Context: an optimization exercise on an open-source flow, tuned for small area and a short achievable clock period. The choices shown serve that exercise and are no tape-out recipe.
Where RTL was checked, it was by simulation tests only, not by an equivalence proof against the original.
The clock port is modelled as an ideal driver, which makes a skipped or thinned clock tree look cheaper than it is; a real chip needs a root buffer or a tree.
No activity file was given, so power comes from the tool's default toggle rates.

## M216A_TopModule
module M216A_TopModule(
    input           clk_i,
    input           rst_i,
    input  [4 : 0]  width_i,
    input  [4 : 0]  height_i,
    output [7 : 0]  index_x_o,
    output [7 : 0]  index_y_o,
    output [3 : 0]  strike_o
);
Settings: LEC_CHECK=0, ABC_AREA=1, CAP_MARGIN=20, CORE_MARGIN=2, CORE_UTILIZATION=55, CTS_BUF_LIST=sky130_fd_sc_hd__clkbuf_4 sky130_fd_sc_hd__clkbuf_8, CTS_CLUSTER_SIZE=30, SETUP_SLACK_MARGIN=1.8, SLEW_MARGIN=20, TNS_END_PERCENT=0; clock period 3.3 ns.
standard.sh (not shown) runs the stock make flow with config.mk's settings and CLKGATE_MAP_FILE= SYNTH_SCRIPT=/design/flow/synth_recipe.tcl, a recipe that flattens the netlist after the stock synthesis.
==> flow/flow/run.sh <==
#!/bin/bash
# Standard ORFS layout with these changes: sizing may change a cell's footprint,
# the port buffers are buf_2 cells, and the clock tree is the two-level tree
# that flow/cts_tree.tcl builds (see there); flow/post_cts.tcl adds a
# resize-only timing repair after CTS.
set -euo pipefail
bash standard.sh synth > synth.log 2>&1
bash standard.sh MATCH_CELL_FOOTPRINT=0 \
  "BUFFER_PORTS_ARGS=-buffer_cell sky130_fd_sc_hd__buf_2" \
  "PRE_CTS_TCL=$PWD/flow/cts_tree.tcl" "POST_CTS_TCL=$PWD/flow/post_cts.tcl" \
  finish > layout.log 2>&1
==> flow/flow/post_cts.tcl <==
# Hook run at the end of ORFS's cts.tcl (POST_CTS_TCL): a second setup
# repair that only resizes cells (and swaps pins), over every endpoint below
# the setup slack margin, then legalises the placement again.
log_cmd repair_timing -setup -setup_margin $::env(SETUP_SLACK_MARGIN) -repair_tns 100 \
  -sequence "sizeup,swap" -skip_last_gasp -verbose
detailed_placement
check_placement -verbose
Other scripts of this flow, unchanged in this note and not shown: flow/flow/cts_tree.tcl
The baseline ran to the end with no violations.
Edit:
==> flow/flow/run.sh (replaced) <==
#!/bin/bash
# Standard ORFS layout with these changes: sizing may change a cell's footprint,
# the port buffers are buf_2 cells, and the clock tree is the two-level tree
# that flow/cts_tree.tcl builds (see there).
set -euo pipefail
bash standard.sh synth > synth.log 2>&1
bash standard.sh MATCH_CELL_FOOTPRINT=0 \
  "BUFFER_PORTS_ARGS=-buffer_cell sky130_fd_sc_hd__buf_2" \
  "PRE_CTS_TCL=$PWD/flow/cts_tree.tcl" \
  finish > layout.log 2>&1
CORE_UTILIZATION = 70   (was 55)
SETUP_SLACK_MARGIN = 1.7   (was 1.8)
removed: flow/flow/post_cts.tcl
Effect:
- combinational power went down by a few percent
- via count went up by a few percent
- total power went down slightly
- critical path depth is unchanged
- die area went down by about a fifth
- cell count went down by a few percent
- worst hold slack is about the same
Edit:
CORE_UTILIZATION = 60   (was 70)
The changed run passed the timing, design-rule and antenna checks.
Cell count rises by about 1.5%.
Wire length came out lower by 4.2%.
Via count falls by 2.9%.
Global-route usage came out lower by 4.8 points.
Register-to-register slack gains 20 ps.
Worst hold slack is about the same.
Power drops by about 0.3%.
Sequential cell count is unchanged.
Combinational power fell by about 3%.
Clock skew stays flat.
Edit:
--- a/flow/flow/run.sh
+++ b/flow/flow/run.sh
@@ -3,3 +3,4 @@
 # the port buffers are buf_2 cells, and the clock tree is the two-level tree
-# that flow/cts_tree.tcl builds (see there).
+# that flow/cts_tree.tcl builds (see there); flow/post_cts.tcl adds a
+# resize-only timing repair after CTS.
 set -euo pipefail
@@ -8,3 +9,3 @@
   "BUFFER_PORTS_ARGS=-buffer_cell sky130_fd_sc_hd__buf_2" \
-  "PRE_CTS_TCL=$PWD/flow/cts_tree.tcl" \
+  "PRE_CTS_TCL=$PWD/flow/cts_tree.tcl" "POST_CTS_TCL=$PWD/flow/post_cts.tcl" \
   finish > layout.log 2>&1
==> flow/flow/post_cts.tcl (new file) <==
# Hook run at the end of ORFS's cts.tcl (POST_CTS_TCL): a second setup
# repair that only resizes cells (and swaps pins), over every endpoint below
# the setup slack margin, then legalises the placement again.
log_cmd repair_timing -setup -setup_margin $::env(SETUP_SLACK_MARGIN) -repair_tns 100 \
  -sequence "sizeup,swap" -skip_last_gasp -verbose
detailed_placement
check_placement -verbose
CORE_UTILIZATION = 55   (was 60)
=>
- synthesized area is unchanged
- design area grows by 0.91%
- combinational power came out higher by 4.0%
- total power goes up by 0.84%
- routed wire length rises by 3.0%
- hold slack is better by 3.1 ps
Edit:
==> flow/flow/run.sh (replaced) <==
#!/bin/bash
# Standard ORFS layout with these changes: sizing may change a cell's footprint,
# the port buffers are buf_2 cells, and the clock tree is the two-level tree
# that flow/cts_tree.tcl builds (see there).
set -euo pipefail
bash standard.sh synth > synth.log 2>&1
bash standard.sh MATCH_CELL_FOOTPRINT=0 \
  "BUFFER_PORTS_ARGS=-buffer_cell sky130_fd_sc_hd__buf_2" \
  "PRE_CTS_TCL=$PWD/flow/cts_tree.tcl" \
  finish > layout.log 2>&1
SETUP_SLACK_MARGIN = 1.6   (was 1.7)
removed: flow/flow/post_cts.tcl
Effect: The changed run finished with timing, DRC and antenna clean; first-iteration DRC count fell by 6.5%; worst setup slack gets worse by 230 ps; wire length fell by 1.1%; sequential cell count does not change; final cell count fell by 0.42%; cell area fell by 1.8%.
In every run of this note, the design's own scripts or RTL, not TritonCTS, make the clock network.

* * *

The RTL this note starts from:
==> flow/design.v <==
`timescale 1ns / 100ps
`timescale 1ns / 100ps
`timescale 1ns / 100ps
`timescale 1ns / 100ps
`timescale 1ns / 100ps
`timescale 1ns / 100ps
`timescale 1ns / 100ps
`timescale 1ns / 100ps
`timescale 1ns / 100ps
`timescale 1ns / 100ps
`timescale 1ns / 100ps
`timescale 1ns / 100ps
module M216A_TopModule(
    input           clk_i,
    input           rst_i,
    input  [4 : 0]  width_i,
    input  [4 : 0]  height_i,
    output [7 : 0]  index_x_o,
    output [7 : 0]  index_y_o,
    output [3 : 0]  strike_o
);
    reg  [1:0] ph;
    reg  [1:0] warm;           
    reg        clr;            
    reg        live_q;         
    reg  [9:0] k_q;            
    reg  [4:0] w_q;
    reg  [6:0] a_q, b_q, c_q;
    reg  [6:0] thr_q;          
    reg  [6:0] mn_q;
    reg  [7:0] sum_q;
    reg        we_q;           
    reg        strike_q;
    reg  [3:0] id_q;
    reg  [6:0] x_q;
    reg  [6:0] y_q;
    reg        s_q;
    reg  [3:0] cnt_q;
    wire [6:0] occ [1:13];
    wire nrst   = ~rst_i;
    wire ph0    = (ph == 2'd0);
    wire live_d = nrst & (ph == 2'd3) & warm[1];
    wire [3:0] hi = height_i[3:0];
    wire [9:0] k_d;
    assign k_d[0] = (hi == 4'd4);
    assign k_d[1] = (hi == 4'd5);
    assign k_d[2] = (hi == 4'd6);
    assign k_d[3] = (hi == 4'd7);
    assign k_d[4] = (hi == 4'd8);
    assign k_d[5] = (hi == 4'd9);
    assign k_d[6] = (hi == 4'd10);
    assign k_d[7] = (hi == 4'd11);
    assign k_d[8] = (hi == 4'd12);
    assign k_d[9] = ~|k_d[8:0];
    wire k4  = k_q[0];
    wire k5  = k_q[1];
    wire k6  = k_q[2];
    wire k7  = k_q[3];
    wire k8  = k_q[4];
    wire k9  = k_q[5];
    wire k10 = k_q[6];
    wire k11 = k_q[7];
    wire k12 = k_q[8];
    wire k13 = k_q[9];
    wire [12:0] sel0 = {k13, 1'b0, 1'b0, k4, k12, k5, k11, k6, k10, k7, k9, 1'b0, k8};
    wire [12:0] sel1 = {1'b0, k13, 1'b0, 1'b0, k11, k4, k10, k5, k9, k6, 1'b0, k8, k7};
    wire [12:0] sel2 = {1'b0, 1'b0, k13, 1'b0, 1'b0, 1'b0, 1'b0, 1'b0, 1'b0, 1'b0, k8, k7, 1'b0};
    wire has1 = ~k12;
    wire has2 = k7 | k8 | k13;
    wire [3:0] id0 = ({4{k4}}  & 4'd10) | ({4{k5}}  & 4'd8) | ({4{k6}}  & 4'd6) |
                     ({4{k7}}  & 4'd4)  | ({4{k8}}  & 4'd1) | ({4{k9}}  & 4'd3) |
                     ({4{k10}} & 4'd5)  | ({4{k11}} & 4'd7) | ({4{k12}} & 4'd9) |
                     ({4{k13}} & 4'd13);
    wire [3:0] id1 = ({4{k4}}  & 4'd8)  | ({4{k5}}  & 4'd6) | ({4{k6}}  & 4'd4) |
                     ({4{k7}}  & 4'd1)  | ({4{k8}}  & 4'd2) | ({4{k9}}  & 4'd5) |
                     ({4{k10}} & 4'd7)  | ({4{k11}} & 4'd9) | ({4{k13}} & 4'd12);
    wire [3:0] id2 = ({4{k7}}  & 4'd2)  | ({4{k8}}  & 4'd3) | ({4{k13}} & 4'd11);
    function [6:0] ystart;
        input [3:0] id;
        begin
            ystart = ({7{id == 4'd2}}  & 7'd8)  | ({7{id == 4'd3}}  & 7'd16) |
                     ({7{id == 4'd4}}  & 7'd25) | ({7{id == 4'd5}}  & 7'd32) |
                     ({7{id == 4'd6}}  & 7'd42) | ({7{id == 4'd7}}  & 7'd48) |
                     ({7{id == 4'd8}}  & 7'd59) | ({7{id == 4'd9}}  & 7'd64) |
                     ({7{id == 4'd10}} & 7'd76) | ({7{id == 4'd11}} & 7'd80) |
                     ({7{id == 4'd12}} & 7'd96) | ({7{id == 4'd13}} & 7'd112);
        end
    endfunction
    reg  [6:0] rd0, rd1, rd2;
    integer i;
    always @(*) begin
        rd0 = 7'd0;
        rd1 = 7'd0;
        rd2 = 7'd0;
        for (i = 1; i <= 13; i = i + 1) begin
            rd0 = rd0 | (occ[i] & {7{sel0[i-1]}});
            rd1 = rd1 | (occ[i] & {7{sel1[i-1]}});
            rd2 = rd2 | (occ[i] & {7{sel2[i-1]}});
        end
    end
    function lt7;
        input [6:0] a;
        input [6:0] b;
        integer k;
        reg r;
        begin
            r = 1'b0;
            for (k = 0; k < 7; k = k + 1)
                r = (~a[k] & b[k]) | ((~a[k] | b[k]) & r);
            lt7 = r;
        end
    endfunction
    function [7:0] addw;
        input [6:0] a;
        input [4:0] w;
        reg [6:0] b;
        reg [7:0] c;
        reg t;
        integer i, j, k;
        begin
            b = {2'b00, w};
            c = 8'd0;
            for (i = 0; i < 7; i = i + 1)
                for (j = 0; j <= i; j = j + 1) begin
                    t = a[j] & b[j];
                    for (k = j + 1; k <= i; k = k + 1)
                        t = t & (a[k] | b[k]);
                    c[i+1] = c[i+1] | t;
                end
            addw = {c[7], (a ^ c[6:0]) ^ b};
        end
    endfunction
    wire b_lt_a = lt7(b_q, a_q);
    wire c_lt_a = lt7(c_q, a_q);
    wire c_lt_b = lt7(c_q, b_q);
    wire pc = has2 & c_lt_a & c_lt_b;
    wire pb = has1 & b_lt_a & ~pc;
    wire strike_d = ~lt7(mn_q, thr_q);
    wire strike = strike_q;
    wire [6:0] nocc_r = (sum_q[6:0] | {7{sum_q[7]}}) & {7{~clr}};
    always @(posedge clk_i) begin
        a_q <= rd0;
        b_q <= rd1;
        c_q <= rd2;
        thr_q <= 7'd1 - {2'b00, w_q};
        mn_q <= pc ? c_q : pb ? b_q : a_q;
        id_q <= pc ? id2 : pb ? id1 : id0;
        sum_q <= addw(mn_q, w_q);
        strike_q <= strike_d;
        we_q <= live_d & ~strike_d;
        live_q <= live_d;
        ph <= (ph + 2'd1) & {2{nrst}};
        if (rst_i | (ph0 & ~warm[1]))
            warm <= (warm + 2'd1) & {2{nrst}};
        clr <= rst_i | ~warm[1];
        if (ph0) begin
            k_q <= k_d;
            w_q <= width_i;
        end
    end
    always @(posedge clk_i) begin
        if (rst_i) begin
            x_q <= 7'd0;
            y_q <= 7'd0;
            s_q <= 1'b0;
            cnt_q <= 4'd0;
        end else if (live_q) begin
            x_q <= strike ? 7'd0 : mn_q;
            y_q <= strike ? 7'd0 : ystart(id_q);
            s_q <= strike;
            if (strike) cnt_q <= cnt_q + 4'd1;
        end
    end
    genvar g;
    generate
        for (g = 1; g <= 13; g = g + 1) begin : strip
            reg [6:0] v;
            always @(posedge clk_i)
                if (clr | (we_q & (id_q == g)))
                    v <= nocc_r;
            assign occ[g] = v;
        end
    endgenerate
    assign index_x_o = {s_q, x_q};
    assign index_y_o = {s_q, y_q};
    assign strike_o  = cnt_q;
endmodule
export LEC_CHECK = 0
export ABC_AREA = 1
export CAP_MARGIN = 20
export CORE_MARGIN = 2
export CORE_UTILIZATION = 40
export CTS_BUF_LIST = sky130_fd_sc_hd__clkbuf_4 sky130_fd_sc_hd__clkbuf_8
export CTS_CLUSTER_SIZE = 30
export SETUP_SLACK_MARGIN = 1.7
export SLEW_MARGIN = 20
export TNS_END_PERCENT = 0
create_clock -name core_clock -period 3.3 [get_ports {clk_i}]
==> flow/flow/run.sh <==
#!/bin/bash
# Standard ORFS layout with three changes: sizing may change a cell's footprint,
# the port buffers are buf_2 cells, and CTS adds no dummy loads.
set -euo pipefail
bash standard.sh synth > synth.log 2>&1
bash standard.sh MATCH_CELL_FOOTPRINT=0 \
  "BUFFER_PORTS_ARGS=-buffer_cell sky130_fd_sc_hd__buf_2" \
  "CTS_ARGS=-sink_clustering_enable -repair_clock_nets -dont_use_dummy_load -sink_clustering_size 30 -buf_list {sky130_fd_sc_hd__clkbuf_4 sky130_fd_sc_hd__clkbuf_8}" \
  finish > layout.log 2>&1
==> next run, changes <==
ABC_AREA = default   (was 1)
What happened: The new run passed the timing, design-rule and antenna checks; sequential cell count is unchanged; via count is lower by 4.8%; total power is lower by 0.97%; area after synthesis is lower by 1.2%; final area is lower by 1.9%; clock power stays flat; cell count is lower by 15%; clock-buffer cell count is unchanged; setup slack loses 0.33 ns; wire length is lower by 2.0%; non-clock buffer count is higher by 2.
No run of this note included a check of the RTL's function; only the layout flow was run.

-- port drivers added, routing unchanged --
In the flow no input, the clock included, has a driving cell. The finished layouts below were timed again as built, in two steps. Step 1 (the two cells are an assumption about what drives the block):
set clk [get_ports {clk_i}]
set_driving_cell -lib_cell sky130_fd_sc_hd__clkbuf_16 $clk
set_driving_cell -lib_cell sky130_fd_sc_hd__buf_2 [delete_from_list [all_inputs] $clk]
Step 2, shift: input delay + t, output delay - t, t = (earliest + latest rising clock arrival at the registers) / 2. This alone moves slack from input paths to output paths. Slacks: no drivers / after step 1 / after step 2; pairs: no drivers / after step 1.
run	shift t [ns]	slack for setup (ns)	worst hold slack (ns)	clock arrival spread, ns
the first run of note 1	0.362	1.751 / 1.751 / 1.564	0.417 / 0.417 / 0.417	0.016 / 0.016
the second run of note 1	0.359	1.618 / 1.618 / 1.396	0.418 / 0.418 / 0.418	0.009 / 0.010
the third run of note 1	0.361	1.640 / 1.640 / 1.456	0.415 / 0.415 / 0.415	0.013 / 0.013
the fourth run of note 1	0.361	1.700 / 1.700 / 1.400	0.418 / 0.418 / 0.418	0.016 / 0.016
the fifth run of note 1	0.361	1.472 / 1.472 / 1.251	0.412 / 0.412 / 0.412	0.017 / 0.017
the first run of note 2	0.485	1.599 / 1.587 / 1.521	0.367 / 0.350 / 0.406	0.029 / 0.029
the second run of note 2	0.490	1.272 / 1.272 / 1.272	0.375 / 0.357 / 0.433	0.034 / 0.035
After both steps every run listed still meets setup and hold. For the fourth run of note 1, which loses most, drivers alone change the setup slack by 0.000 ns; drivers and shift together by -0.300 ns.
